From an optimization exercise on the open Yosys and OpenROAD flow, aimed at small area; shortcuts taken in it are not production practice.
The RTL was checked by simulation tests, not by an equivalence proof against the original design.
Power and IR drop assume default switching activity.

`run.sh`:
```
#!/bin/bash
# synth_recipe.tcl (not shown) runs the flow's synth.tcl, then flattens the netlist and writes it again
# the make line also repeats each setting of config.mk as NAME=value (left out here)
make -C /OpenROAD-flow-scripts/flow DESIGN_CONFIG=/design/flow/config.mk WORK_HOME=/design/flow/orfs CLKGATE_MAP_FILE= SYNTH_SCRIPT=/design/flow/synth_recipe.tcl finish
```
`config.mk`:
```
export PLATFORM = sky130hd
export DESIGN_NAME = mips_os_core
export DESIGN_NICKNAME = mips_os_core
export VERILOG_FILES = /design/flow/design.v
export SDC_FILE = /design/flow/constraint.sdc
export NUM_CORES = 4
export LEC_CHECK = 0
export ABC_CLOCK_PERIOD_IN_PS = 150000
export CAP_MARGIN = 20
export CORE_MARGIN = 2
export CORE_UTILIZATION = 45
export SLEW_MARGIN = 20
```
`constraint.sdc`:
```
create_clock -name core_clock -period 250.0 [get_ports {clk}]
set_input_delay 50.0000 -clock core_clock [delete_from_list [all_inputs] [get_ports {clk}]]
set_output_delay 50.0000 -clock core_clock [all_outputs]
set_load 0.01 [all_outputs]
```
`design.v`:
```
module UC (opcode, onWriteReg,  writeDataMem, outputEnable, onop, onskip, muxEnd,
ctrlM5, selectSize, selectDado, selectD, HLT, endPCorReg, inputEnable, outmuxReg2,write_mem_inst, save_hd,
reset_pc, writeProcBuffer, flag_inst_type, zerarPC, flagCmd, emit, regType, selectRegFRST, selectReg, onWriteBuf, interrupt);
input [5:0] opcode;
output reg onWriteReg, writeDataMem, outputEnable, onop, onskip, muxEnd, outmuxReg2;
output reg [1:0] ctrlM5, selectSize;
output reg [2:0] selectDado;
output reg selectD, HLT, endPCorReg, inputEnable, write_mem_inst,save_hd, reset_pc, writeProcBuffer ;
output reg [1:0] flag_inst_type;
output reg zerarPC, onWriteBuf;  
output reg flagCmd, emit, regType, selectRegFRST, selectReg, interrupt;
parameter adc = 6'b0, sub = 6'b1, adci = 6'b10, subi = 6'b00011, storePage = 6'b100, loadPage = 6'b101, countPC = 6'b110,
lowo = 6'b00111, stwo = 6'b01000, loi = 6'b1001, mov = 6'b01010, insereInst = 6'b01011, sril = 6'b1100, jump = 6'b1101,
jmpr = 6'b01110, saveProc = 6'b01111, bneq = 6'b10000, blz = 6'b10001, slet = 6'b10010, sgrt = 6'b10011, in = 6'b10100,
out = 6'b10101, nop = 6'b10110, hlt = 6'b10111, mult = 6'b11000, multi = 6'b11001, jal = 6'b11010, div = 6'b11011,
copy = 6'b11100, storeRegister = 6'b011110 , loadRegister = 6'b011101, reset = 6'b11111, inCMD = 6'b100000, emitCMD = 6'b100001,
loi6bits = 6'b100010, savePC = 6'b100011, saveadd_buffer = 6'b100100, renameProg = 6'b100101, troca_contexto = 6'b100110, 
renameProgReg = 6'b100111, interrupCPC  = 6'b101000;
always @ (*) begin
	{onWriteReg, writeDataMem, outputEnable, onop, onskip, muxEnd, outmuxReg2, ctrlM5, selectSize, selectDado, selectD, HLT, endPCorReg, inputEnable, write_mem_inst, save_hd, reset_pc, writeProcBuffer, flag_inst_type, zerarPC, onWriteBuf, flagCmd, emit, regType, selectRegFRST, selectReg, interrupt} = 0;
	case (opcode)
		adc: begin
			onWriteReg = 1;
			writeDataMem = 0;
			outputEnable = 0;
			onop = 1;
			outmuxReg2 = 0;
			onskip = 0;
			muxEnd = 1;
			ctrlM5 = 2'b10;
			selectSize = 2'b0;
			selectDado = 0;
			selectD = 0;
			inputEnable = 0;
			HLT = 0;
			endPCorReg = 0;
			write_mem_inst= 0;
			save_hd = 0;
			reset_pc = 0;
			writeProcBuffer = 0;
			flag_inst_type = 2'b11;
			zerarPC = 0;
			flagCmd = 0;
			emit = 0;
			regType = 0;
			selectRegFRST = 0;
			selectReg = 0;
			onWriteBuf = 0;
			interrupt = 0;
		end
		sub:  begin
			onWriteReg = 1;
			writeDataMem = 0;
			outputEnable = 0;
			outmuxReg2 = 0;
			onop = 1;
			onskip = 0;
			muxEnd = 1;
			ctrlM5 = 2'b10;
			selectSize = 2'b0;
			selectDado = 0;
			inputEnable = 0;
			selectD = 0;
			HLT = 0;
			endPCorReg = 0;
			write_mem_inst= 0;
			save_hd = 0;
			reset_pc = 0;
			writeProcBuffer = 0;
			flag_inst_type = 2'b11;
			zerarPC = 0;
			flagCmd = 0;
			emit = 0;
			regType = 0;
			selectRegFRST = 0;
			selectReg = 0;
			onWriteBuf = 0;
			interrupt = 0;
		end
		adci:  begin
			onWriteReg = 1;
			writeDataMem = 0;
			outputEnable = 0;
			onop = 1;
			onskip = 0;
			outmuxReg2 = 0;
			muxEnd = 1;
			inputEnable = 0;
			ctrlM5 = 2'b01;
			selectSize = 2'b0;
			selectDado = 0;
			selectD = 1;
			HLT = 0;
			endPCorReg = 0;
			write_mem_inst= 0;
			save_hd = 0;
			reset_pc = 0;
			writeProcBuffer = 0;
			flag_inst_type = 2'b11;
			zerarPC = 0;
			flagCmd = 0;
			emit = 0;
			regType = 0;
			selectRegFRST = 0;
			selectReg = 0;
			onWriteBuf = 0;
			interrupt = 0;
		end
		subi:
		begin
			onWriteReg = 1;
			writeDataMem = 0;
			inputEnable = 0;
			outputEnable = 0;
			onop = 1;
			outmuxReg2 = 0;
			onskip = 0;
			muxEnd = 1;
			ctrlM5 = 2'b01;
			selectSize = 2'b0;
			selectDado = 0;
			selectD = 1;
			HLT = 0;
			endPCorReg = 0;
			write_mem_inst= 0;
			save_hd = 0;
			reset_pc = 0;
			writeProcBuffer = 0;
			flag_inst_type = 2'b11;
			zerarPC = 0;
			flagCmd = 0;
			emit = 0;
			regType = 0;
			selectRegFRST = 0;
			selectReg = 0;
			onWriteBuf = 0;
			interrupt = 0;
		end
		storePage: begin
			onWriteReg = 1;
			writeDataMem = 0;
			outputEnable = 0;
			onop = 1;
			onskip = 0;
			outmuxReg2 = 0;
			muxEnd = 1;
			ctrlM5 = 2'b10;
			inputEnable = 0;
			selectSize = 2'b0;
			selectDado = 0;
			selectD = 0;	
			writeProcBuffer = 0;
			HLT = 0;
			endPCorReg = 0;
			write_mem_inst= 0;
			save_hd = 0;
			reset_pc = 0;
			writeProcBuffer = 0;
			flag_inst_type = 2'b11;
			zerarPC = 0;
			flagCmd = 0;
			emit = 0;
			regType = 0;
			selectRegFRST = 0;
			selectReg = 0;
			onWriteBuf = 0;
			interrupt = 0;
		end
		loadPage:  begin
			onWriteReg = 1;
			writeDataMem = 0;
			outputEnable = 0;
			onop = 1;
			onskip = 0;
			inputEnable = 0;
			outmuxReg2 = 0;
			muxEnd = 1;
			ctrlM5 = 2'b10;
			selectSize = 2'b0;
			selectDado = 0;
			selectD = 0;
			HLT = 0;
			endPCorReg = 0;
			write_mem_inst= 0;
			save_hd = 0;
			reset_pc = 0;
			writeProcBuffer = 0;
			flag_inst_type = 2'b10;
			zerarPC = 0;
			flagCmd = 0;
			emit = 0;
			regType = 0;
			selectRegFRST = 0;
			selectReg = 0;		
		   onWriteBuf = 0;	
			interrupt = 0;
		end
	countPC: begin  
			onWriteReg = 0;
			writeDataMem = 0;
			outputEnable = 0;
			onop = 0;
			outmuxReg2 = 0;
			onskip = 0;
			muxEnd = 1;
			ctrlM5 = 2'b01;
			selectSize = 2'b0;
			inputEnable = 0;
			selectDado = 0;
			selectD = 1'b0;
			HLT = 0;
			endPCorReg = 0;
			write_mem_inst= 0;
			save_hd = 0;
			reset_pc = 0;
			writeProcBuffer = 0;
			flag_inst_type = 2'b11;
			zerarPC = 1;
			flagCmd = 0;
			emit = 0;
			regType = 0;
			selectRegFRST = 0;
			selectReg = 0;	
			onWriteBuf = 0;
			interrupt = 0;
		end
	lowo: begin
			writeProcBuffer = 0;
			onWriteReg = 1;
			writeDataMem = 0;
			outputEnable = 0;
			onop = 1;
			onskip = 0;
			inputEnable = 0;
			outmuxReg2 = 1;
			muxEnd = 1;
			ctrlM5 = 2'b10;
			selectSize = 2'b0;
			selectDado = 3'b10;
			selectD = 0;
			HLT = 0;
			endPCorReg = 0;
			write_mem_inst= 0;
			save_hd = 0;
			reset_pc = 0;
			writeProcBuffer = 0;
			flag_inst_type = 2'b11;
			zerarPC = 0;
			flagCmd = 0;
			emit = 0;
			regType = 0;
			selectRegFRST = 0;
			selectReg = 0;	
			onWriteBuf = 0;
			interrupt = 0;
		end
		stwo: begin
			onWriteReg = 0;
			writeDataMem = 1;
			outputEnable = 0;
			onop = 1;
			onskip = 0;
			outmuxReg2 = 1;
			inputEnable = 0;
			muxEnd = 1;
			ctrlM5 = 2'b0;
			selectSize = 2'b0;
			selectDado = 2'b0;
			selectD = 0;
			HLT = 0;
			endPCorReg = 0;
			write_mem_inst= 0;
			save_hd = 0;
			reset_pc = 0;
			writeProcBuffer = 0;
			flag_inst_type = 2'b11;
			zerarPC = 0;
			flagCmd = 0;
			emit = 0;
			regType = 0;
			selectRegFRST = 0;
			selectReg = 0;	
			onWriteBuf = 0;
			interrupt = 0;
		end
		loi: begin
			onWriteReg = 1;
			writeDataMem = 0;
			outputEnable = 0;
			onop = 0;
			onskip = 0;
			outmuxReg2 = 0;
			inputEnable = 0;
			muxEnd = 1;
			ctrlM5 = 0;
			selectSize = 2'b01;
			selectDado = 3'b11;
			selectD = 1'b0;
			HLT = 0;
			endPCorReg = 0;
			write_mem_inst= 0;
			save_hd = 0;
			reset_pc = 0;
			writeProcBuffer = 0;
			flag_inst_type = 2'b11;
			zerarPC = 0;
			flagCmd = 0;
			emit = 0;
			regType = 0;
			selectRegFRST = 0;
			selectReg = 0;	
			onWriteBuf = 0;
			interrupt = 0;
		end
		mov: begin
			onWriteReg = 1;
			writeDataMem = 0;
			outputEnable = 0;
			outmuxReg2 = 0;
			onop = 0;
			onskip = 0;
			muxEnd = 1;
			inputEnable = 0;
			ctrlM5 = 2'b01;
			selectSize = 2'b0;
			selectDado = 3'b01;
			selectD = 1'b0;
			HLT = 0;
			endPCorReg = 0;
			write_mem_inst= 0;
			save_hd = 0;
			reset_pc = 0;
			writeProcBuffer = 0;
			flag_inst_type = 2'b11;
			zerarPC = 0;
			flagCmd = 0;
			emit = 0;
			regType = 0;
			selectRegFRST = 0;
			selectReg = 0;	
			onWriteBuf = 0;
			interrupt = 0;
		end
		insereInst: begin
			onWriteReg = 1;
			writeDataMem = 0;
			outputEnable = 0;
			onop = 1;
			onskip = 0;
			outmuxReg2 = 0;
			muxEnd = 1;
			ctrlM5 = 2'b01;
			inputEnable = 0;
			selectSize = 2'b0;
			selectDado = 0;
			selectD = 1;
			HLT = 0;
			endPCorReg = 0;
			write_mem_inst= 0;
			save_hd = 0;
			reset_pc = 0;
			writeProcBuffer = 0;
			flag_inst_type = 2'b11;
			zerarPC = 0;
			flagCmd = 0;
			emit = 0;
			regType = 0;
			selectRegFRST = 0;
			selectReg = 0;	
			onWriteBuf = 0;
			interrupt = 0;
		end
		sril: begin
			onWriteReg = 1;
			writeDataMem = 0;
			outputEnable = 0;
			onop = 1;
			onskip = 0;
			muxEnd = 1;
			inputEnable = 0;
			outmuxReg2 = 0;
			ctrlM5 = 1;
			selectSize = 2'b0;
			selectDado = 0;
			selectD = 1;
			HLT = 0;
			endPCorReg = 0;
			write_mem_inst= 0;
			save_hd = 0;
			reset_pc = 0;
			writeProcBuffer = 0;
			flag_inst_type = 2'b11;
			zerarPC = 0;
			flagCmd = 0;
			emit = 0;
			regType = 0;
			selectRegFRST = 0;
			selectReg = 0;	
			onWriteBuf = 0;
			interrupt = 0;
		end
		jump: begin
			onWriteReg = 0;
			writeDataMem = 0;
			outputEnable = 0;
			outmuxReg2 = 0;
			inputEnable = 0;
			onop = 0;
			onskip = 1;
			muxEnd = 0;
			ctrlM5 = 2'b0;
			selectSize = 2'b0;
			selectDado = 3'b0;
			selectD = 1'b0;
			HLT = 0;
			endPCorReg = 0;
			write_mem_inst= 0;
			save_hd = 0;
			reset_pc = 0;
			writeProcBuffer = 0;
			flag_inst_type = 2'b11;
			zerarPC = 0;
			flagCmd = 0;
			emit = 0;
			regType = 0;
			selectRegFRST = 0;
			selectReg = 0;	
			onWriteBuf = 0;
			interrupt = 0;
		end
		jmpr: begin
			onWriteReg = 0;
			writeDataMem = 0;
			outputEnable = 0;
			onop = 0;
			onskip = 1;
			muxEnd = 0;
			outmuxReg2 = 0;
			ctrlM5 = 0;
			selectSize = 0;
			selectDado = 0;
			selectD = 0;
			inputEnable = 0;
			HLT = 0;
			endPCorReg = 1;
			write_mem_inst= 0;
			save_hd = 0;
			reset_pc = 0;
			writeProcBuffer = 0;
			flag_inst_type = 2'b11;
			zerarPC = 0;
			flagCmd = 0;
			emit = 0;
			regType = 0;
			selectRegFRST = 0;
			selectReg = 0;	
			onWriteBuf = 0;
			interrupt = 0;
		end
		saveProc: begin
			onWriteReg = 0;
			writeDataMem = 0;
			outputEnable = 0;
			onop = 0;
			outmuxReg2 = 0;
			onskip = 0;
			muxEnd = 0;
			ctrlM5 = 2'b0;
			inputEnable = 0;
			selectSize = 2'b0;
			selectDado = 2'b0;
			selectD = 0;
			HLT = 0;
			endPCorReg = 0;
			write_mem_inst= 0;
			save_hd = 0;
			reset_pc = 0;
			writeProcBuffer = 1;
			flag_inst_type = 2'b11;
			zerarPC = 0;
			flagCmd = 0;
			emit = 0;
			regType = 0;
			selectRegFRST = 0;
			selectReg = 0;	
			onWriteBuf = 0;
			interrupt = 0;
		end
		bneq: begin
			onWriteReg = 0;
			writeDataMem = 0;
			outputEnable = 0;
			outmuxReg2 = 0;
			onop = 1;
			onskip = 1;
			muxEnd = 0;
			ctrlM5 = 2'b0;
			inputEnable = 0;
			selectSize = 2'b0;
			selectDado = 2'b0;
			selectD = 0;
			HLT = 0;
			endPCorReg = 0;
			write_mem_inst= 0;
			save_hd = 0;
			reset_pc = 0;
			writeProcBuffer = 0;
			flag_inst_type = 2'b11;
			zerarPC = 0;
			flagCmd = 0;
			emit = 0;
			regType = 0;
			selectRegFRST = 0;
			selectReg = 0;	
			onWriteBuf = 0;
			interrupt = 0;
		end
		blz: begin
			onWriteReg = 0;
			writeDataMem = 0;
			outputEnable = 0;
			onop = 1;
			outmuxReg2 = 0;
			inputEnable = 0;
			onskip = 1;
			muxEnd = 0;
			ctrlM5 = 2'b0;
			selectSize = 2'b0;
			selectDado = 2'b0;
			selectD = 1'b0;
			HLT = 0;
			endPCorReg = 0;
			write_mem_inst= 0;
			save_hd = 0;
			reset_pc = 0;
			writeProcBuffer = 0;
			flag_inst_type = 2'b11;
			zerarPC = 0;
			flagCmd = 0;
			emit = 0;
			regType = 0;
			selectRegFRST = 0;
			selectReg = 0;	
			onWriteBuf = 0;
			interrupt = 0;
		end
		slet: begin
			onWriteReg = 1;
			writeDataMem = 0;
			outputEnable = 0;
			onop = 1;
			inputEnable = 0;
			outmuxReg2 = 0;
			onskip = 0;
			muxEnd = 1;
			ctrlM5 = 2'b10;
			selectSize = 2'b0;
			selectDado = 0;
			selectD = 0;
			HLT = 0;
			endPCorReg = 0;
			write_mem_inst= 0;
			save_hd = 0;
			reset_pc = 0;
			writeProcBuffer = 0;
			flag_inst_type = 2'b11;
			zerarPC = 0;
			flagCmd = 0;
			emit = 0;
			regType = 0;
			selectRegFRST = 0;
			selectReg = 0;	
			onWriteBuf = 0;
			interrupt = 0;
		end
		sgrt: begin
			onWriteReg = 1;
			writeDataMem = 0;
			outputEnable = 0;
			onop = 1;
			inputEnable = 0;
			onskip = 0;
			outmuxReg2 = 0;
			muxEnd = 1;
			ctrlM5 = 2'b10;
			selectSize = 2'b0;
			selectDado = 0;
			selectD = 0;
			HLT = 0;
			endPCorReg = 0;
			write_mem_inst= 0;
			save_hd = 0;
			reset_pc = 0;
			writeProcBuffer = 0;
			flag_inst_type = 2'b11;
			zerarPC = 0;
			flagCmd = 0;
			emit = 0;
			regType = 0;
			selectRegFRST = 0;
			selectReg = 0;	
			onWriteBuf = 0;
			interrupt = 0;
		end
		in: begin
			onWriteReg = 1;
			writeDataMem = 0;
			outputEnable = 0;
			inputEnable = 1;
			onop = 0;
			onskip = 0;
			muxEnd = 1;
			outmuxReg2 = 0;
			ctrlM5 = 2'b0;
			selectSize = 2'b11;
			selectDado = 3'b11;
			selectD = 1;
			HLT = 1;
			endPCorReg = 0;
			write_mem_inst= 0;
			save_hd = 0;
			reset_pc = 0;
			writeProcBuffer = 0;
			flag_inst_type = 2'b11;
			zerarPC = 0;
			flagCmd = 0;
			emit = 0;
			regType = 0;
			selectRegFRST = 0;
			selectReg = 0;	
			onWriteBuf = 0;
			interrupt = 0;
		end
		out: begin
			onWriteReg = 0;
			writeDataMem = 0;
			outputEnable = 1;
			outmuxReg2 = 0;
			onop = 0;
			onskip = 0;
			muxEnd = 1;
			ctrlM5 = 2'b0;
			selectSize = 2'b0;
			inputEnable = 0;
			selectDado = 3'b0;
			selectD = 1'b0;
			HLT = 1;
			endPCorReg = 0;
			write_mem_inst= 0;
			save_hd = 0;
			reset_pc = 0;
			writeProcBuffer = 0;
			flag_inst_type = 2'b11;
			zerarPC = 0;
			flagCmd = 0;
			emit = 0;
			regType = 0;
			selectRegFRST = 0;
			selectReg = 0;	
			onWriteBuf = 0;
			interrupt = 0;
		end
		nop:
		begin
			onWriteReg = 0;
			writeDataMem = 0;
			inputEnable = 0;
			outmuxReg2 = 0;
			outputEnable = 0;
			onop = 0;
			onskip = 0;
			muxEnd = 1;
			ctrlM5 = 0;
			selectSize = 2'b0;
			selectDado = 0;
			selectD = 0;
			HLT = 0;
			endPCorReg = 0;
			write_mem_inst= 0;
			save_hd = 0;
			reset_pc = 0;
			writeProcBuffer = 0;
			flag_inst_type = 2'b11;
			zerarPC = 0;
			flagCmd = 0;
			emit = 0;
			regType = 0;
			selectRegFRST = 0;
			selectReg = 0;	
			onWriteBuf = 0;
			interrupt = 0;
		end
		hlt: begin
			onWriteReg = 0;
			writeDataMem = 0;
			outputEnable = 0;
			onop = 0;
			outmuxReg2 = 0;
			onskip = 0;
			muxEnd = 1;
			inputEnable = 0;
			ctrlM5 = 2'b0;
			selectSize = 2'b0;
			selectDado = 2'b0;
			selectD = 1'b0;
			HLT = 1;
			endPCorReg = 0;
			write_mem_inst= 0;
			save_hd = 0;
			reset_pc = 0;
			writeProcBuffer = 0;
			flag_inst_type = 2'b11;
			zerarPC = 0;
			flagCmd = 0;
			emit = 0;
			regType = 0;
			selectRegFRST = 0;
			selectReg = 0;	
			onWriteBuf = 0;
			interrupt = 0;
		end
		mult: begin
			onWriteReg = 1;
			writeDataMem = 0;
			outputEnable = 0;
			onop = 1;
			onskip = 0;
			muxEnd = 1;
			outmuxReg2 = 0;
			ctrlM5 = 2'b10;
			selectSize = 2'b0;
			inputEnable = 0;
			selectDado = 0;
			selectD = 0;
			HLT = 0;
			endPCorReg = 0;
			write_mem_inst= 0;
			save_hd = 0;
			reset_pc = 0;
			writeProcBuffer = 0;
			flag_inst_type = 2'b11;
			zerarPC = 0;
			flagCmd = 0;
			emit = 0;
			regType = 0;
			selectRegFRST = 0;
			selectReg = 0;	
			onWriteBuf = 0;
			interrupt = 0;
		end
			multi: begin
			onWriteReg = 1;
			writeDataMem = 0;
			inputEnable = 0;
			outputEnable = 0;
			onop = 1;
			onskip = 0;
			muxEnd = 1;
			ctrlM5 = 2'b01;
			outmuxReg2 = 0;
			selectSize = 2'b0;
			selectDado = 0;
			selectD = 1;
			HLT = 0;
			endPCorReg = 0;
			write_mem_inst= 0;
			save_hd = 0;
			reset_pc = 0;
			writeProcBuffer = 0;
			flag_inst_type = 3'b11;
			zerarPC = 0;
			flagCmd = 0;
			emit = 0;
			regType = 0;
			selectRegFRST = 0;
			selectReg = 0;	
			onWriteBuf = 0;
			interrupt = 0;
			end
			jal: begin
			onWriteReg = 1;
			writeDataMem = 0;
			outputEnable = 0;
			onop = 0;
			onskip = 1;
			muxEnd = 0;
			ctrlM5 = 2'b00;
			selectSize = 2'b10;
			outmuxReg2 = 0;
			inputEnable = 0;
			selectDado = 3'b11;
			selectD = 1'b0;
			HLT = 0;
			endPCorReg = 0;
			write_mem_inst= 0;
			save_hd = 0;
			reset_pc = 0;
			writeProcBuffer = 0;
			flag_inst_type = 2'b11;
			zerarPC = 0;
			flagCmd = 0;
			emit = 0;
			regType = 0;
			selectRegFRST = 0;
			selectReg = 0;	
			onWriteBuf = 0;
			interrupt = 0;
		end
		div: begin
			onWriteReg = 1;
			writeDataMem = 0;
			outputEnable = 0;
			onop = 1;
			onskip = 0;
			muxEnd = 1;
			outmuxReg2 = 0;
			ctrlM5 = 2'b10;
			selectSize = 2'b0;
			inputEnable = 0;
			selectDado = 0;
			selectD = 0;
			HLT = 0;
			endPCorReg = 0;
			write_mem_inst= 0;
			save_hd = 0;
			reset_pc = 0;
			writeProcBuffer = 0;
			flag_inst_type = 2'b11;
			zerarPC = 0;
			flagCmd = 0;
			emit = 0;
			regType = 0;
			selectRegFRST = 0;
			selectReg = 0;	
			onWriteBuf = 0;
			interrupt = 0;
		end
		copy: begin
			onWriteReg = 0;
			writeDataMem = 0;
			outputEnable = 0;
			onop = 0;
			onskip = 0;
			muxEnd = 1;
			outmuxReg2 = 0;
			ctrlM5 = 2'b10;
			selectSize = 2'b0;
			inputEnable = 0;
			selectDado = 0;
			selectD = 0;
			HLT = 0;
			endPCorReg = 0;
			write_mem_inst= 1;
			save_hd = 0;
			reset_pc = 0;
			writeProcBuffer = 0;
			flag_inst_type = 2'b0;
			zerarPC = 0;
			flagCmd = 0;
			emit = 0;
			regType = 0;
			selectRegFRST = 0;
			selectReg = 0;	
			onWriteBuf = 0;
			interrupt = 0;
		end
		storeRegister: begin
			onWriteReg = 0;
			writeDataMem = 0;
			outputEnable = 0;
			onop = 0;
			onskip = 0;
			muxEnd = 1;
			outmuxReg2 = 0;
			ctrlM5 = 2'b10;
			selectSize = 2'b0;
			inputEnable = 0;
			selectDado = 0;
			selectD = 0;
			HLT = 0;
			endPCorReg = 0;
			write_mem_inst= 0;
			save_hd = 1;
			reset_pc = 0;
			writeProcBuffer = 0;
			flag_inst_type = 2'b1;
			zerarPC = 0;
			flagCmd = 0;
			emit = 0;
			regType = 0;
			selectRegFRST = 1;
			selectReg = 0;	
			onWriteBuf = 0;
			interrupt = 0;
		end
		loadRegister: begin
			onWriteReg = 1;
			writeDataMem = 0;
			outputEnable = 0;
			onop = 0;
			onskip = 0;
			muxEnd = 1;
			outmuxReg2 = 0;
			ctrlM5 = 2'b11;
			selectSize = 2'b0;
			inputEnable = 0;
			selectDado = 3'b100;
			selectD = 0;
			HLT = 0;
			endPCorReg = 0;
			write_mem_inst= 0;
			save_hd = 0;
			reset_pc = 0;
			writeProcBuffer = 0;
			flag_inst_type = 2'b1;
			zerarPC = 0;
			flagCmd = 0;
			emit = 0;
			regType = 0;
			selectRegFRST = 1;
			selectReg = 0;	
			onWriteBuf = 0;
			interrupt = 0;
		end
		reset: begin
			onWriteReg = 0;
			writeDataMem = 0;
			outputEnable = 0;
			onop = 0;
			onskip = 0;
			muxEnd = 1;
			outmuxReg2 = 0;
			ctrlM5 = 2'b10;
			selectSize = 2'b0;
			inputEnable = 0;
			selectDado = 0;
			selectD = 0;
			HLT = 0;
			endPCorReg = 0;
			write_mem_inst= 0;
			save_hd = 0;
			reset_pc = 1;
			writeProcBuffer = 0;
			flag_inst_type = 2'b11;
			zerarPC = 0;
			flagCmd = 0;
			emit = 0;
			regType = 0;
			selectRegFRST = 0;
			selectReg = 0;	
			onWriteBuf = 0;
			interrupt = 0;
		end
		inCMD: begin
			onWriteReg = 1;
			writeDataMem = 0;
			outputEnable = 0;
			onop = 0;
			onskip = 0;
			muxEnd = 1;
			outmuxReg2 = 0;
			ctrlM5 = 2'b10;
			selectSize = 2'b11;
			inputEnable = 1;
			selectDado = 3'b11;
			selectD = 1;
			HLT = 1;
			endPCorReg = 0;
			write_mem_inst= 0;
			save_hd = 0;
			reset_pc = 0;
			writeProcBuffer = 0;
			flag_inst_type = 2'b11;
			zerarPC = 0;
			flagCmd = 1;
			emit = 0;
			regType = 0;
			selectRegFRST = 0;
			selectReg = 0;	
			onWriteBuf = 0;
			interrupt = 0;
		end
		emitCMD: begin
			onWriteReg = 0;
			writeDataMem = 0;
			outputEnable = 0;
			onop = 0;
			onskip = 0;
			muxEnd = 1;
			outmuxReg2 = 0;
			ctrlM5 = 2'b10;
			selectSize = 2'b0;
			inputEnable = 0;
			selectDado = 0;
			selectD = 0;
			HLT = 0;
			endPCorReg = 0;
			write_mem_inst= 0;
			save_hd = 0;
			reset_pc = 0;
			writeProcBuffer = 0;
			flag_inst_type = 2'b11;
			zerarPC = 0;
			flagCmd = 0;
			emit = 1;
			regType = 0;
			selectRegFRST = 0;
			selectReg = 0;	
			onWriteBuf = 0;
			interrupt = 0;
		end
		loi6bits: begin
			onWriteReg = 1;
			writeDataMem = 0;
			outputEnable = 0;
			onop = 0;
			onskip = 0;
			outmuxReg2 = 0;
			inputEnable = 0;
			muxEnd = 1;
			ctrlM5 = 0;
			selectSize = 2'b0;
			selectDado = 3'b11;
			selectD = 1'b0;
			HLT = 0;
			endPCorReg = 0;
			write_mem_inst= 0;
			save_hd = 0;
			reset_pc = 0;
			writeProcBuffer = 0;
			flag_inst_type = 2'b11;
			zerarPC = 0;
			flagCmd = 1;
			emit = 0;
			regType = 1;
			selectRegFRST = 0;
			selectReg = 0;	
			onWriteBuf = 0;
			interrupt = 0;
		end
		renameProgReg: begin
			onWriteReg = 0;
			writeDataMem = 0;
			outputEnable = 0;
			onop = 0;
			onskip = 0;
			outmuxReg2 = 0;
			inputEnable = 0;
			muxEnd = 1;
			ctrlM5 = 0;
			selectSize = 2'b0;
			selectDado = 3'b11;
			selectD = 1'b0;
			HLT = 0;
			endPCorReg = 0;
			write_mem_inst= 0;
			save_hd = 0;
			reset_pc = 0;
			writeProcBuffer = 0;
			flag_inst_type = 2'b11;
			zerarPC = 0;
			flagCmd = 0;
			emit = 0;
			regType = 0;
			selectRegFRST = 0;
			selectReg = 0;	
			onWriteBuf = 1;
			interrupt = 0;
		end 
		troca_contexto: begin
			onWriteReg = 1;
			writeDataMem = 0;
			outputEnable = 0;
			onop = 0;
			onskip = 0;
			outmuxReg2 = 0;
			inputEnable = 0;
			muxEnd = 1;
			ctrlM5 = 2'b1;
			selectSize = 2'b0;
			selectDado = 3'b101;
			selectD = 1'b0;
			HLT = 0;
			endPCorReg = 0;
			write_mem_inst= 0;
			save_hd = 0;
			reset_pc = 0;
			writeProcBuffer = 0;
			flag_inst_type = 2'b11;
			zerarPC = 0;
			flagCmd = 0;
			emit = 0;
			regType = 0;
			selectRegFRST = 0;
			selectReg = 0;	
			onWriteBuf = 0;
			interrupt = 0;
		end 
		interrupCPC: begin
			onWriteReg = 0;
			writeDataMem = 0;
			outputEnable = 0;
			onop = 0;
			onskip = 0;
			outmuxReg2 = 0;
			inputEnable = 0;
			muxEnd = 1;
			ctrlM5 = 2'b1;
			selectSize = 2'b0;
			selectDado = 3'b101;
			selectD = 1'b0;
			HLT = 0;
			endPCorReg = 0;
			write_mem_inst= 0;
			save_hd = 0;
			reset_pc = 0;
			writeProcBuffer = 0;
			flag_inst_type = 2'b11;
			zerarPC = 0;
			flagCmd = 0;
			emit = 0;
			regType = 0;
			selectRegFRST = 0;
			selectReg = 0;	
			onWriteBuf = 0;
			interrupt = 1;
		end 
		default: begin
			onWriteReg = 0;
			writeDataMem = 0;
			outputEnable = 0;
			onop = 0;
			onskip = 0;
			muxEnd = 1;
			outmuxReg2 = 0;
			ctrlM5 = 2'b10;
			selectSize = 2'b0;
			inputEnable = 0;
			selectDado = 0;
			selectD = 0;
			HLT = 0;
			endPCorReg = 0;
			write_mem_inst= 0;
			save_hd = 0;
			reset_pc = 0;
			writeProcBuffer = 0;
			flag_inst_type = 2'b11;
			zerarPC = 0;
			flagCmd = 0;
			emit = 0;
			regType = 0;
			selectRegFRST = 0;
			selectReg = 0;	
			onWriteBuf = 0;
			interrupt = 0;
		end
	endcase
end
endmodule
module ULA  (controle, DA, DB, ULAresult, negativo, zero, overflow);
  input [3:0] controle;
  input [31:0] DA;
  input [31:0] DB;
  output reg [31:0] ULAresult;
  output zero;
  output negativo;
  reg [63:0] multResult;
  output reg overflow;
  reg [32:0] resultOF;
	parameter adc = 4'b0, sub = 4'b1, e = 4'b10, ou = 4'b11, n = 4'b100, 
	slel = 4'b101, sril = 4'b110, beq = 4'b111, bneq = 4'b1000, 
	blz = 4'b1001, slet =4'b1010, sgrt = 4'b1011, mult = 4'b1100, div = 4'b1101;
  always @ (*) begin
    multResult = 0;
    resultOF = 0;
    case(controle)
      adc: begin 
		resultOF = DA + DB;  
		overflow = 0;
		if(resultOF[32] == 1) begin
			overflow = 1;
			resultOF = 0;
		end
		ULAresult = resultOF;
		end
      sub: begin  
			if(DA>DB)
				ULAresult = DA - DB;	
			else
				ULAresult = DB - DA;	
			overflow = 0;
			end
      e: begin ULAresult = DA & DB;  
			overflow = 0;
			end
      ou: begin ULAresult = DA | DB;  
			overflow = 0;
			end
      n: begin ULAresult = !DA;
			overflow = 0;
			end
		sril: begin ULAresult = DA >> DB;  
				overflow = 0;
				end
      slel: begin 
			ULAresult = DA << DB;
			overflow = 0;
		end
      beq: begin 
				if (DA == DB) ULAresult = 0;  
				else ULAresult = 1;
				overflow = 0;
			 end
      bneq: begin
					if(DA != DB) ULAresult = 1;  
					else ULAresult = 0;
					overflow = 0;
				end
      blz: begin 
			  ULAresult = DA;
			  overflow = 0;
			  end
      sgrt: begin if (DA > DB) ULAresult = 1;  
				else ULAresult =0;
				overflow = 0;
				end
      slet:  begin if (DA < DB) ULAresult = 1;  
				else ULAresult =0;
				overflow = 0;
				end
		mult: begin
			overflow = 0;
				multResult = DA * DB;
				if (|multResult[63:32]) begin
					overflow = 1;
					multResult = 0;
				end
				ULAresult = multResult [31:0];
		end
		div: begin
			if (DB == 0) ULAresult = 0;
			else ULAresult = DA/DB;
			overflow = 0;
		end
		default: begin
			ULAresult = 0;
			overflow = 0;
		end
    endcase
    end
	assign zero = (ULAresult==0);
	assign negativo = ($signed (ULAresult) < 0);
endmodule
module controle1 (ONcontrole1, controle, jump, pc, endereco, zero, negativo, endout);
	input ONcontrole1;
	input [5:0] controle;
	input [11:0] endereco, pc;
	input zero, negativo;
	output reg jump;
	output reg [11:0] endout;
	reg [11:0] add;
	parameter beq = 6'b01111, bneq = 6'b10000, blz = 6'b10001, jmp = 6'b01101, jmpr = 6'b01110, jal = 6'b11010;
	always @ (*) begin 
		add = pc;
		if (ONcontrole1) begin
		case (controle)
			beq:
				if(zero==1) begin
					endout = add + endereco;
					jump =1;
				end
				else begin 
					endout = add;
					jump = 0;
				end
			bneq:
				if(zero == 0) begin
					endout = endereco;
					jump =1;
				end
				else begin 
					endout = add;
					jump = 0;
				end
			blz:
				if(negativo==1) begin
					endout = add + endereco;
					jump = 1;
				end
				else begin 
					endout = add;
					jump = 0;
				end
			jmp: begin
				endout = endereco;
				jump = 1;
			end
			jmpr: begin
				endout = endereco +1;
				jump = 1;
			end
			jal: begin
				endout = endereco;
				jump = 1;
			end
			default: begin
				endout = endereco;
				jump = 1;
			end
		endcase	
	end
	else begin
		endout = 0;
		jump = 0;
	end 
	end
endmodule 
module controle2(nfuncao, onOP, controle);
	input [5:0] nfuncao;
	input onOP;
	output reg [3:0] controle;
	parameter adc = 6'b00000, sub = 6'b00001, adci = 6'b00010, subi = 6'b00011, e = 6'b00100,
	ou = 6'b00101, n = 6'b00110, lowo = 6'b00111 , stwo = 6'b01000, slel = 6'b01011,
	sril = 6'b01100, beq = 6'b01111, bneq = 6'b10000, blz = 6'b10001, slet = 6'b10010,
	sgrt = 6'b10011, mult = 6'b11000, multi = 6'b11001, div = 6'b11011;
	always @(*) begin
		if(onOP) begin
			case (nfuncao)
				adc: controle = 4'b0;
				sub: controle = 4'b1;
				adci: controle = 4'b0;
				subi: controle = 4'b1;
				e: controle = 4'b10;
				ou: controle = 4'b11;
				n: controle = 4'b100;
				lowo: controle = 4'b0;
				stwo: controle = 4'b0;
				slel: controle = 4'b101;
				sril: controle = 4'b110;
				beq: controle = 4'b111;
				bneq: controle = 4'b1000;
				blz: controle = 4'b1001;
				slet: controle = 4'b1010;
				sgrt: controle = 4'b1011;
				mult: controle = 4'b1100;
				multi: controle = 4'b1100;
				div: controle = 4'b1101;
				default: controle = 4'b0;
				endcase
			end
		else controle = 5'b0;
	end
endmodule 
module extensorSinal (selectSize, imm17, imm22, imm9, imm18, out32);
	input [1:0]selectSize;
	input [15:0] imm17;
	input [21:0] imm22;
	input [11:0] imm9;
	input [17:0] imm18;
	output reg [31:0] out32;
	parameter i17 = 2'b0, i22 = 2'b01, i9 = 2'b10, i18 = 2'b11;
	always @ (*) begin
		case (selectSize)
			i17: out32 = {16'b0, imm17};
			i22: out32 = {9'b0, imm22};
			i9: out32 = {20'b0, imm9};
			i18: out32 = {14'b0, imm18};
		endcase
	end
endmodule
module mux5bits (ctl, DA, DB, DC, DD, outD);
	input [1:0] ctl;
	input [5:0] DA, DB, DC, DD;
	output reg [5:0] outD;
	always @ (*) begin
		case (ctl) 
			2'b00: outD = DA;
			2'b01: outD = DB;
			2'b10: outD = DC;
			2'b11: outD = DD;
		endcase
	end
endmodule
module RegSizeSelector (DA, DB, controle, dataOut);
	input [5:0] DA, DB;
	output reg [5:0] dataOut;
	input controle;
	always @ (*) begin
		case (controle) 
			0: dataOut = DA;
			1:dataOut = DB;
		endcase
	end
endmodule 
module MUX(select, DA, DB, outMUX);
	input [31:0] DA, DB;
	input select;
	output reg[31:0] outMUX;
	always @ (*) begin
		case (select)
			1'b0: outMUX = DA;
			1'b1: outMUX = DB;
		endcase
	end
endmodule
module mux4 (select, DA, DB,DC, DD, DE, DF, outD);
input [2:0] select;
input [31:0] DA, DB, DC, DD, DE, DF;
output reg [31:0] outD;
always @ (*) begin
 case (select)
	3'b0: outD = DA;	
	3'b01: outD = DB;
	3'b10: outD = DC;
	3'b11: outD = DD;
	3'b100: outD = DE;
	3'b101: outD = DF;
	default: outD = 0;
 endcase
end
endmodule
module muxEndereco (ctrl, jIN, EA,EB, jOUT, Eout);
	input ctrl, jIN;
	input [11:0] EA, EB;
	output reg jOUT;
	output reg [11:0] Eout;
	always @(*) begin
		case (ctrl)
			1'b0: begin Eout = EA;	
							jOUT = jIN;
					end
			1'b1: begin Eout = EB;
							jOUT = 0;
					end
		endcase
	end
endmodule
module muxEnd (ctrl,EA,EB,Eout);
	input ctrl;
	input [11:0] EA, EB;
	output reg [11:0] Eout;
	always @(*) begin
		case (ctrl)
			1'b0: Eout = EA;				
			1'b1:  Eout = EB;
		endcase
	end
endmodule
module somadorADDR (index, pid_buffer, flag_inst_type, saida);
	input [13:0]pid_buffer;  
	input [7:0] index;  
	input [1:0] flag_inst_type;  
	output reg [13:0] saida;  
	always @(*) begin	
		case(flag_inst_type)
			2'b0: begin  
				saida = pid_buffer; 
			end 
			2'b1: begin  
				saida = 500 + 40*pid_buffer + index;
			end 
			2'b10: begin  
				saida =  800 + 40*pid_buffer + index;                 
			end 
			default: saida = 0;
		endcase
	end 
endmodule
module outputController (outputEnable, data, out);
	input outputEnable;
	input [31:0] data;
	output reg [31:0] out;
	always @ (*) begin
		if(outputEnable)
			out = data;
		else 
			out = 0;
	end
endmodule
module binToBCD(outputEnable, endereco, inputEnable, dataBin, dmilhao, milhao, cmilhar, dmilhar, milhar, centesimal, decimal, unidade);
	input [31:0] dataBin;
	input [11:0] endereco;
	input outputEnable, inputEnable;
	output reg [3:0] dmilhao , milhao, cmilhar, dmilhar, centesimal, milhar, decimal, unidade;
	integer i, j;
	always @(*) begin
	dmilhao = 4'd0;
	milhao = 4'd0;
	cmilhar =  4'd0;
	dmilhar =  4'd0;
		for(i = 11; i>=0; i = i-1 ) begin
		if(dmilhao > 4)
			dmilhao = dmilhao + 3;
		if(milhao > 4)
			milhao = milhao + 3;
		if(cmilhar > 4)
			cmilhar = cmilhar + 3;
		if(dmilhar > 4)
			dmilhar = dmilhar + 3;
		dmilhao = dmilhao << 1;
		dmilhao [0] = milhao [3];
		milhao = milhao << 1;
		milhao [0] = cmilhar [3];
		cmilhar = cmilhar << 1;
		cmilhar [0] =  dmilhar [3];
		dmilhar = dmilhar << 1;
		dmilhar [0] =  endereco[i];
		end
	end
	always @(*) begin
	j = 0;
	milhar = 4'd0;
	centesimal = 4'd0;
	decimal = 4'd0;
	unidade = 4'd0;
		if (outputEnable == 0)
			begin
			if(inputEnable ==1) begin
				unidade = 4'b1011;
				decimal = 4'b1011;
				centesimal = 4'b1011;
				milhar = 4'b1011;
			end
		else
			begin
				unidade = 4'b1010;
				decimal = 4'b1010;
				centesimal = 4'b1010;
				milhar = 4'b1010;
			 end
	end
	else
		begin
	for(j = 31; j>=0; j = j-1 ) begin
		if(milhar > 4)
			milhar = milhar + 3;
		if(centesimal > 4)
			centesimal = centesimal + 3;
		if(decimal > 4)
			decimal = decimal + 3;
		if (unidade > 4)
			unidade = unidade + 3;
		milhar = milhar << 1;
		milhar [0] = centesimal [3];
		centesimal = centesimal << 1;
		centesimal [0] = decimal [3];
		decimal = decimal << 1;
		decimal [0] = unidade [3];
		unidade = unidade <<1;
		unidade [0] = dataBin[j];
		end
	end
end	
endmodule
module display7segmentos(numero, outDisplay);	
	input [3:0] numero;
	output reg [6:0] outDisplay;
	always@(*)
		case(numero)
			4'b0000 : outDisplay = ~7'b1111110;
			4'b0001 : outDisplay = ~7'b0110000;
			4'b0010 : outDisplay = ~7'b1101101;
			4'b0011 : outDisplay = ~7'b1111001;
			4'b0100 : outDisplay = ~7'b0110011;
			4'b0101 : outDisplay = ~7'b1011011;
			4'b0110 : outDisplay = ~7'b1011111;
			4'b0111 : outDisplay = ~7'b1110000;
			4'b1000 : outDisplay = ~7'b1111111;
			4'b1001 : outDisplay = ~7'b1111011;
			4'b1011 : outDisplay = ~7'b0000001; 
			default : outDisplay = ~7'b0000000;
		endcase
endmodule 
module programCounter (ck, rst, jump, countPC, endereco, hlt, nHLT, OUTendereco, CPCin, output_cpc,interrupt, stored, stored_OK, returnMenu);
	input ck, rst, jump, hlt, nHLT, countPC, stored_OK, returnMenu,interrupt;
	input [11:0] endereco;
	reg [11:0] address;
	output reg[11:0] OUTendereco;
	input [11:0] CPCin;
	reg [11:0] CPCout;
	output reg [11:0] output_cpc;
	reg lastState;
	output reg stored;
	always @ (posedge ck) begin
		if(rst) begin
			address = 0;
			CPCout = 0;
			stored <= 0;
			output_cpc <= 0;
			lastState <= 0;
			OUTendereco <= 0;
		end
		else begin
		if(interrupt) begin
			CPCout = 12'b111111111111;
			stored <= 0;
			address = endereco + 1;
		end
	  else if (CPCin == 12'b110010) begin
			address = endereco;
			stored <= 1;
			CPCout = CPCin + 1;
		end 
		else if (stored_OK)  begin
			address = 12'b110101001; 
			CPCout = 12'b1111111111;
			stored <= 0;
		end
		 else if(countPC) begin
			CPCout = 0;
			address = endereco + 1;
			stored <= 0;
		end 
		else if(returnMenu) begin
			address = 12'b100010; 
			CPCout = CPCin + 1;
			stored <= 0;
		end
	else if(jump) begin
			address = endereco;
			stored <= 0;
			CPCout = CPCin + 1;
		end 
		else if(nHLT && !lastState) begin
			address = endereco + 1;
			CPCout = CPCin + 1;
			stored <= 0;
		end 
		else if(hlt) begin
			stored <= 0;
		end
		else  begin
			address = endereco + 1;
			CPCout = CPCin + 1;
			stored <= 0;
		end
			output_cpc <= CPCout;
			lastState<= nHLT;
			OUTendereco <= address;	
		end
	end
endmodule
module regFile(rst, readReg1, readReg2, readReg3, writeReg, writeData, writeAddress, readData1, readData2, readData3, inCMD, ck, emit,
stored, endereco, stored_OK);
	input [5:0] readReg1, readReg2, readReg3;
	input [31:0] writeData;
	input [5:0] writeAddress;
	input stored;
	output reg stored_OK;
	input [31:0] endereco;
	input rst, ck, writeReg, inCMD, emit;
	output reg [31:0] readData1, readData2, readData3;
	reg [31:0] registers[63:0];
	integer k;
	always @ (posedge ck) begin
		if(rst) begin
			for (k = 0; k < 64; k = k + 1)
				registers[k] = 0;
			stored_OK <= 0;
		end
		else if(stored==1) begin
			registers[8] = endereco - 1;
			stored_OK <= 1;
		end
		else if (writeReg) begin
			if(inCMD)
				registers[40] = writeData;
			else
				registers[writeAddress] = writeData;
			stored_OK <= 0;
		end 
		else stored_OK <= 0;
	end
always@(*) begin
	readData1 = registers[readReg1];
	readData2 = registers[readReg2];
	readData3 = registers[readReg3];
	if(emit)
		readData1 = registers[40];
end
endmodule
module mips_os_core (
	input  wire        clk,
	input  wire        rst,
	input  wire [31:0] instr,
	input  wire [31:0] dmem_rdata,
	input  wire [31:0] hd_rdata,
	input  wire [31:0] pbuf_rdata,
	input  wire [16:0] switches,
	input  wire        nHLT,
	input  wire        returnMenu,
	output wire [11:0] endereco,
	output wire [31:0] result,
	output wire        zero,
	output wire        neg,
	output wire        overflow,
	output wire        dmem_we,
	output wire [6:0]  dmem_addr,
	output wire [31:0] dmem_wdata,
	output wire        hd_we,
	output wire [10:0] hd_addr,
	output wire [31:0] hd_wdata,
	output wire        imem_we,
	output wire [10:0] imem_waddr,
	output wire [31:0] imem_wdata,
	output wire        pbuf_we,
	output wire [5:0]  pbuf_addr,
	output wire [31:0] pbuf_wdata,
	output wire [6:0]  sdmilhao,
	output wire [6:0]  smilhao,
	output wire [6:0]  scmilhar,
	output wire [6:0]  sdmilhar,
	output wire [6:0]  smilhar,
	output wire [6:0]  scentesimal,
	output wire [6:0]  sdecimal,
	output wire [6:0]  sunidade
);
	wire [11:0] cpc;
	wire reset_pc, stored;
	wire outmuxReg2;
	wire [31:0] DA, DB, DC;
	wire [31:0] instrucao, wd, outIM;
	wire [13:0] endereco_efetivo_HD;
	wire [1:0] flag_inst_type;
	wire zerarPC, emit;
	wire onWriteReg, writeDataMem, outputEnable, onop, onskip, muxEnd;
	wire hlt, endPCorReg, flagCmd;
	wire [1:0] ctrlM5, selectSize;
	wire [2:0] selectDado;
	wire selectD;
	wire [5:0] gravaEnd, reg1_select, reg2_select;
	wire [31:0] outmux;
	wire [11:0] outskip, skipEnd, pcin;
	wire j, jmp, interrupt;
	wire inputEnable, selectRegFRST;
	wire [3:0] controle;
	wire [31:0] outOC;
	wire [3:0] dmilhao, milhao, cmilhar, dmilhar, centesimal, milhar, decimal, unidade;
	wire save_hd, writeProcBuffer, onWriteBuf, selectReg;
	wire write_mem_inst, regType, stored_OK;
	assign instrucao = instr;
	UC controlUnit(.opcode(instrucao[31:26]),
		.onWriteReg(onWriteReg), .writeDataMem(writeDataMem), .outputEnable(outputEnable),
		.onop(onop), .outmuxReg2(outmuxReg2), .onskip(onskip), .muxEnd(muxEnd),
		.ctrlM5(ctrlM5), .zerarPC(zerarPC), .selectSize(selectSize), .selectDado(selectDado),
		.selectD(selectD), .HLT(hlt), .flagCmd(flagCmd), .inputEnable(inputEnable),
		.endPCorReg(endPCorReg), .write_mem_inst(write_mem_inst), .save_hd(save_hd),
		.reset_pc(reset_pc), .writeProcBuffer(writeProcBuffer), .emit(emit), .regType(regType),
		.selectReg(selectReg), .selectRegFRST(selectRegFRST), .onWriteBuf(onWriteBuf),
		.flag_inst_type(flag_inst_type), .interrupt(interrupt));
	programCounter pc (.ck(clk), .rst(rst), .jump(jmp), .endereco(pcin), .hlt(hlt),
		.countPC(zerarPC), .CPCin(cpc), .output_cpc(cpc), .nHLT(~nHLT),
		.OUTendereco(endereco), .stored(stored), .stored_OK(stored_OK),
		.returnMenu(~returnMenu), .interrupt(interrupt));
	muxEndereco mux_add(.ctrl(muxEnd), .jIN(j), .EA(outskip), .EB(endereco), .jOUT(jmp), .Eout(pcin));
	mux5bits mux_save_reg (.ctl(ctrlM5), .DA({1'b0, instrucao[25:21]}), .DB({1'b0, instrucao[20:16]}),
		.DC({1'b0, instrucao[15:11]}), .DD(instrucao[5:0]), .outD(gravaEnd));
	RegSizeSelector selector (.DA({1'b0, instrucao[25:21]}), .DB(instrucao[25:20]),
		.controle(selectReg), .dataOut(reg1_select));
	RegSizeSelector selectorREG2 (.DA({1'b0, instrucao[20:16]}), .DB(instrucao[5:0]),
		.controle(selectRegFRST), .dataOut(reg2_select));
	regFile Banco_de_Registradores(.rst(rst), .readReg1(reg1_select), .readReg2(reg2_select),
		.readReg3({1'b0, instrucao[15:11]}), .emit(emit), .writeReg(onWriteReg),
		.writeData(outmux), .writeAddress(gravaEnd), .readData1(DA), .readData2(DB),
		.readData3(DC), .inCMD(flagCmd), .ck(clk), .stored(stored),
		.endereco({20'b0, endereco}), .stored_OK(stored_OK));
	extensorSinal Extensor_de_Sinal(.selectSize(selectSize), .imm17(instrucao[15:0]),
		.imm22({1'b0, instrucao[20:0]}), .imm9(endereco), .imm18({1'b0, switches}), .out32(wd));
	MUX mux1(.select(selectD), .DA(DB), .DB(wd), .outMUX(outIM));
	controle2 OPcontrol(.nfuncao(instrucao[31:26]), .onOP(onop), .controle(controle));
	ULA Unidade_Logica_Aritmetica(.controle(controle), .DA(DA), .DB(outIM), .ULAresult(result),
		.negativo(neg), .zero(zero), .overflow(overflow));
	muxEnd PCorREG(.ctrl(endPCorReg), .EA(instrucao[11:0]), .EB(DA[11:0]), .Eout(skipEnd));
	controle1 opControl(.ONcontrole1(onskip), .controle(instrucao[31:26]), .jump(j),
		.pc(endereco), .endereco(skipEnd), .zero(zero), .negativo(neg), .endout(outskip));
	mux4 RAMorImm (.select(selectDado), .DA(result), .DB(DA), .DC(dmem_rdata), .DD(wd),
		.DE(hd_rdata), .DF(pbuf_rdata), .outD(outmux));
	outputController outcontrol (.outputEnable(outputEnable), .data(DA), .out(outOC));
	somadorADDR sum(.index(instrucao[7:0]), .pid_buffer(DA[13:0]),
		.flag_inst_type(flag_inst_type), .saida(endereco_efetivo_HD));
	binToBCD BCDconversor(.dataBin(outOC), .endereco(pcin), .inputEnable(inputEnable),
		.outputEnable(outputEnable), .dmilhao(dmilhao), .milhao(milhao), .cmilhar(cmilhar),
		.dmilhar(dmilhar), .milhar(milhar), .centesimal(centesimal), .decimal(decimal),
		.unidade(unidade));
	display7segmentos H (.numero(dmilhao), .outDisplay(sdmilhao));
	display7segmentos G (.numero(milhao), .outDisplay(smilhao));
	display7segmentos F (.numero(cmilhar), .outDisplay(scmilhar));
	display7segmentos E (.numero(dmilhar), .outDisplay(sdmilhar));
	display7segmentos D (.numero(milhar), .outDisplay(smilhar));
	display7segmentos C (.numero(centesimal), .outDisplay(scentesimal));
	display7segmentos B (.numero(decimal), .outDisplay(sdecimal));
	display7segmentos A (.numero(unidade), .outDisplay(sunidade));
	assign dmem_we    = writeDataMem;
	assign dmem_addr  = result[6:0];
	assign dmem_wdata = DC;
	assign hd_we      = save_hd;
	assign hd_addr    = endereco_efetivo_HD[10:0];
	assign hd_wdata   = DB;
	assign imem_we    = write_mem_inst;
	assign imem_waddr = instrucao[10:0];
	assign imem_wdata = hd_rdata;
	assign pbuf_we    = onWriteBuf;
	assign pbuf_addr  = DA[5:0];
	assign pbuf_wdata = DB;
endmodule
```
==> run notes <==
==> sequential cells by signal, summed over array words and instances, names as in the netlist <==
signal / count
Banco_de_Registradores.stored_OK: 1
Banco_de_Registradores.registers: 2048
pc.stored: 1
pc.output_cpc: 12
pc.OUTendereco: 12
pc.lastState: 1
==> routing by layer <==
layer | up-vias | track usage, % | wire, um
li1 | 74310 | - | -
met1 | 86830 | 50.02 | 322700
met2 | 12380 | 58.72 | 376900
met3 | 3133 | 11.39 | 114000
met4 | 42 | 31.12 | 85620
met5 | - | 0.03324 | 309
==> area by class of cell <==
class,count,area [um2]
fill,40150,217500
multi-input combinational,16100,122800
sequential,2075,62040
timing repair buffer,1009,8894
tap,5710,7144
clock buffer,257,5623
inverter,1416,5319
clock inverter,121,1220
antenna,38,95.09
==> synthesized netlist by cell type, drive strengths merged, types with 70 or more instances <==
library cell / instances / area share (%)
mux2: 377 / 2.2
nor2: 3320 / 6.4
edfxtp: 2048 / 32
mux2i: 379 / 2.0
nor3: 547 / 1.4
o21a: 470 / 1.8
o221ai: 70 / 0.32
and2: 80 / 0.26
inv: 1395 / 2.7
a31oi: 142 / 0.48
ha: 1238 / 8.0
nand2b: 150 / 0.48
nand4: 88 / 0.30
o21ai: 556 / 1.4
nand2: 3145 / 6.1
buf: 467 / 1.2
fa: 903 / 9.3
xnor2: 209 / 0.96
mux4: 660 / 7.7
nand3: 984 / 2.5
o31ai: 203 / 0.79
and3: 187 / 0.60
a211oi: 78 / 0.30
o211ai: 109 / 0.43
o22ai: 92 / 0.31
a311oi: 310 / 1.4
a21oi: 636 / 1.6
clkbuf: 1099 / 2.1
a21o: 153 / 0.59
==> repair_timing <==
item | CTS | global route
buffers inserted | 0 | 5
hold endpoints to repair | 0 | 0
endpoints found under the setup margin | 0 | 28
gates resized for setup | 0 | 17
==> cells by family after synthesis <==
| logic type | Yosys count | synth area share (%) |
|---|---|---|
| AOI/OAI and AO/OA | 3444 | 12.42 |
| xor gates and xnor gates | 259 | 1.186 |
| adders and majority gates | 2142 | 17.26 |
| buffers and inverters | 2982 | 6.065 |
| DFF | 2075 | 31.90 |
| muxes | 1416 | 11.83 |
| and+or+nand+nor | 8842 | 19.33 |
==> through the flow <==
step | power, W | area, um2 | std cells | utilization, %
6_report | 0.05697 | 213100 | 26730 | 49.50
5_1_grt | 0.05912 | 213100 | 26700 | 49.48
4_1_cts | 0.05691 | 212800 | 26680 | 49.41
2_1_floorplan | 0.05288 | 194500 | 21160 | -
3_3_place_gp | 0.05597 | 205900 | 26300 | 47.81
3_5_place_dp | 0.05636 | 205900 | 26300 | 47.82
==> placed cells by master (no fill, tap or decap), drive strengths merged, types with 142 or more instances in the layout <==
cell | Yosys | final
nor2 | 3320 | 3320
nand2 | 3145 | 3145
edfxtp | 2048 | 2048
inv | 1395 | 1396
ha | 1238 | 1238
nand3 | 984 | 984
fa | 903 | 903
mux4 | 660 | 660
a21oi | 636 | 636
buf | 467 | 602
o21ai | 556 | 556
nor3 | 547 | 547
o21a | 470 | 470
clkdlybuf4s50 | 0 | 407
mux2i | 379 | 379
mux2 | 377 | 377
a311oi | 310 | 310
clkbuf | 1099 | 257
xnor2 | 209 | 209
o31ai | 203 | 203
and3 | 187 | 187
a21o | 153 | 153
nand2b | 150 | 150
a31oi | 142 | 142
==> summary.md <==
| Metric | Value |
|---|---|
| Routed vias | 176700 |
| Worst R2R End | pc.OUTendereco[8] |
| Synth Instances | 21160 |
| CTS tree | done |
| Fin. max-slew vios | 0 |
| Drt wl/cell | 33.65 um |
| Worst slew pin tran | 1350 ps |
| Internal reg-to-reg setup slack | 122560 ps |
| Cell-internal power | 0.02535 W |
| Clk. pwr | 0.000330 W |
| Outcome | finished clean |
| First-pass GRT wire length | 1256000 um |
| Area delta synth->final | 9.593% |
| Final worst-path cycle share | 96.30% |
| Initial Util | 45.17% |
| Final hold vios | 0 |
| Syn Area/Cell | 9.191 um2 |
| Post-synth cell types | 147 |
| CP Class | input port to output pin |
| Main synth FF type | edfxtp_1 |
| Synth warn | 17 |
| Buf/Inv on CP | 34 |
| # DRC | 0 |
| DRT iter0 DRCs | 24950 |
| RSZ-0062 raised after global routing | false |
| Layout cells sized above 1 | 11.73% |
| Top Ports | 419 |
| Post-synth EDFFs | 2048 |
| Crit path capture type | output pin |
| Clock Latency Late Sink | 940 ps |
| PortBufs | 418 |
| Critical path startpoint | instr[27] |
| Worst vdd rail ir drop | 3.186 mV |
| Vias in the first global route | 166600 |
| Synth async-reset ratio | 0% |
| Switching share of total power | 55.51% |
| Clk_skew | 75.71 ps |
| HPWL after DPL | 615000 um |
| Worst Path Required | 200000 ps |
| Comb pwr share | 98.7% |
| Clk pwr share | 0.6% |
| Clock-pin slew on the worst setup and hold paths | 60 ps |
| Worst hold path class | flop to flop |
| Worst Setup EP | sdmilhar[2] |
| Sequential Power Share | 0.7% |
| Arr. time, crit path | 190760 ps |
| Setup TNS | 0 ps |
| Psw | 0.03163 W |
| End of the worst hold path | pc.output_cpc[11] |
| Sequential share of the synthesized area | 31.90% |
| Synth Net Count | 23450 |
| Die H | 661.4 um |
| Comb power | 0.0562 W |
| Largest net degree at the start of global routing | 136 |
| CTS Buf Count | 217 |
| Final setup margin | 9238 ps |
| Post-CTS Hold Fix Bufs | 0 |
| RR Startpoint | Banco_de_Registradores.registers[18][20] |
| Clk sinks | 2075 |
| Clock buffer depth | 4 |
| Vias per cell | 6.610 |
| Power per cell area | 267.3 nW/um2 |
| Gr usage total | 40.14% |
| Die X | 661.4 um |
| Drt first pass iters | 9 |
| Tmin final | 240760 ps |
| Max frequency | 0.004153 GHz |
| Initial antenna violation count | 69 |
| Row cnt | 241 |
| CP top delay family | compound AO/OA/AOI/OAI gates |
| Yosys reg bits | 2075 |
| Setup slack at placement | 9620 ps |
| Total gr overflow | 0 |
| Top power group | combinational logic |
| CTS Root Cell | clkbuf_16 |
| Routed Antenna Nets | 0 |
| Crit Path Max Fanout | 66 |
| Mapped Area | 194500 um2 |
| Number of setup violations in the final report | 0 |
| Slowest stage delay, CP | 800 ps |
| Die area | 437500 um2 |
| Most used cell, CP | o21a_1 |
| Slew headroom | 9.989% |
| Final Hold Slack | 517.8 ps |
| Core area | 430600 um2 |
| CP max stage cell | clkdlybuf4s50_1 |
| Nets | 23110 |
| P_leak | 84.08 nW |
| Maxcap violations | 0 |
| Worst R2R Path Depth | 598 |
| Final wirelength | 899500 um |
| Seq. pwr | 0.000402 W |
| Crit path depth | 648 |
| Hold Path Stages | 2 |
| RD Place Congestion | 1.048 |
| Hold Path Origin | pc.output_cpc[11] |
| Startpoint types | input port |
| H-tree depth | 4 |

## re-timing with driven ports
The flow's constraints put no driver on any port. The routed layout listed below was extracted and timed again, unchanged, in two steps. Step 1 sets driving cells, clkbuf_16 on the clock port and buf_2 on the other inputs (assumed; they add their load-dependent delay and slew). Step 2 adds t to the input delays and takes it off the output delays; t is the mean of the earliest and latest rising clock arrival at the registers after step 1. Input paths then give back, and output paths get back, about the clock's delay inside the block. Slacks: no drivers / after step 1 / after step 2; pairs: no drivers / after step 1.
t, ns: 0.994
setup slack, ns: 9.238 / 9.198 / 9.198
worst setup path at the end: input to output
clock arrival spread, ns: 0.075 / 0.076
After both steps setup and hold are still met in this run. The setup slack of this run moves by -0.040 ns with the drivers and by -0.040 ns with both steps.
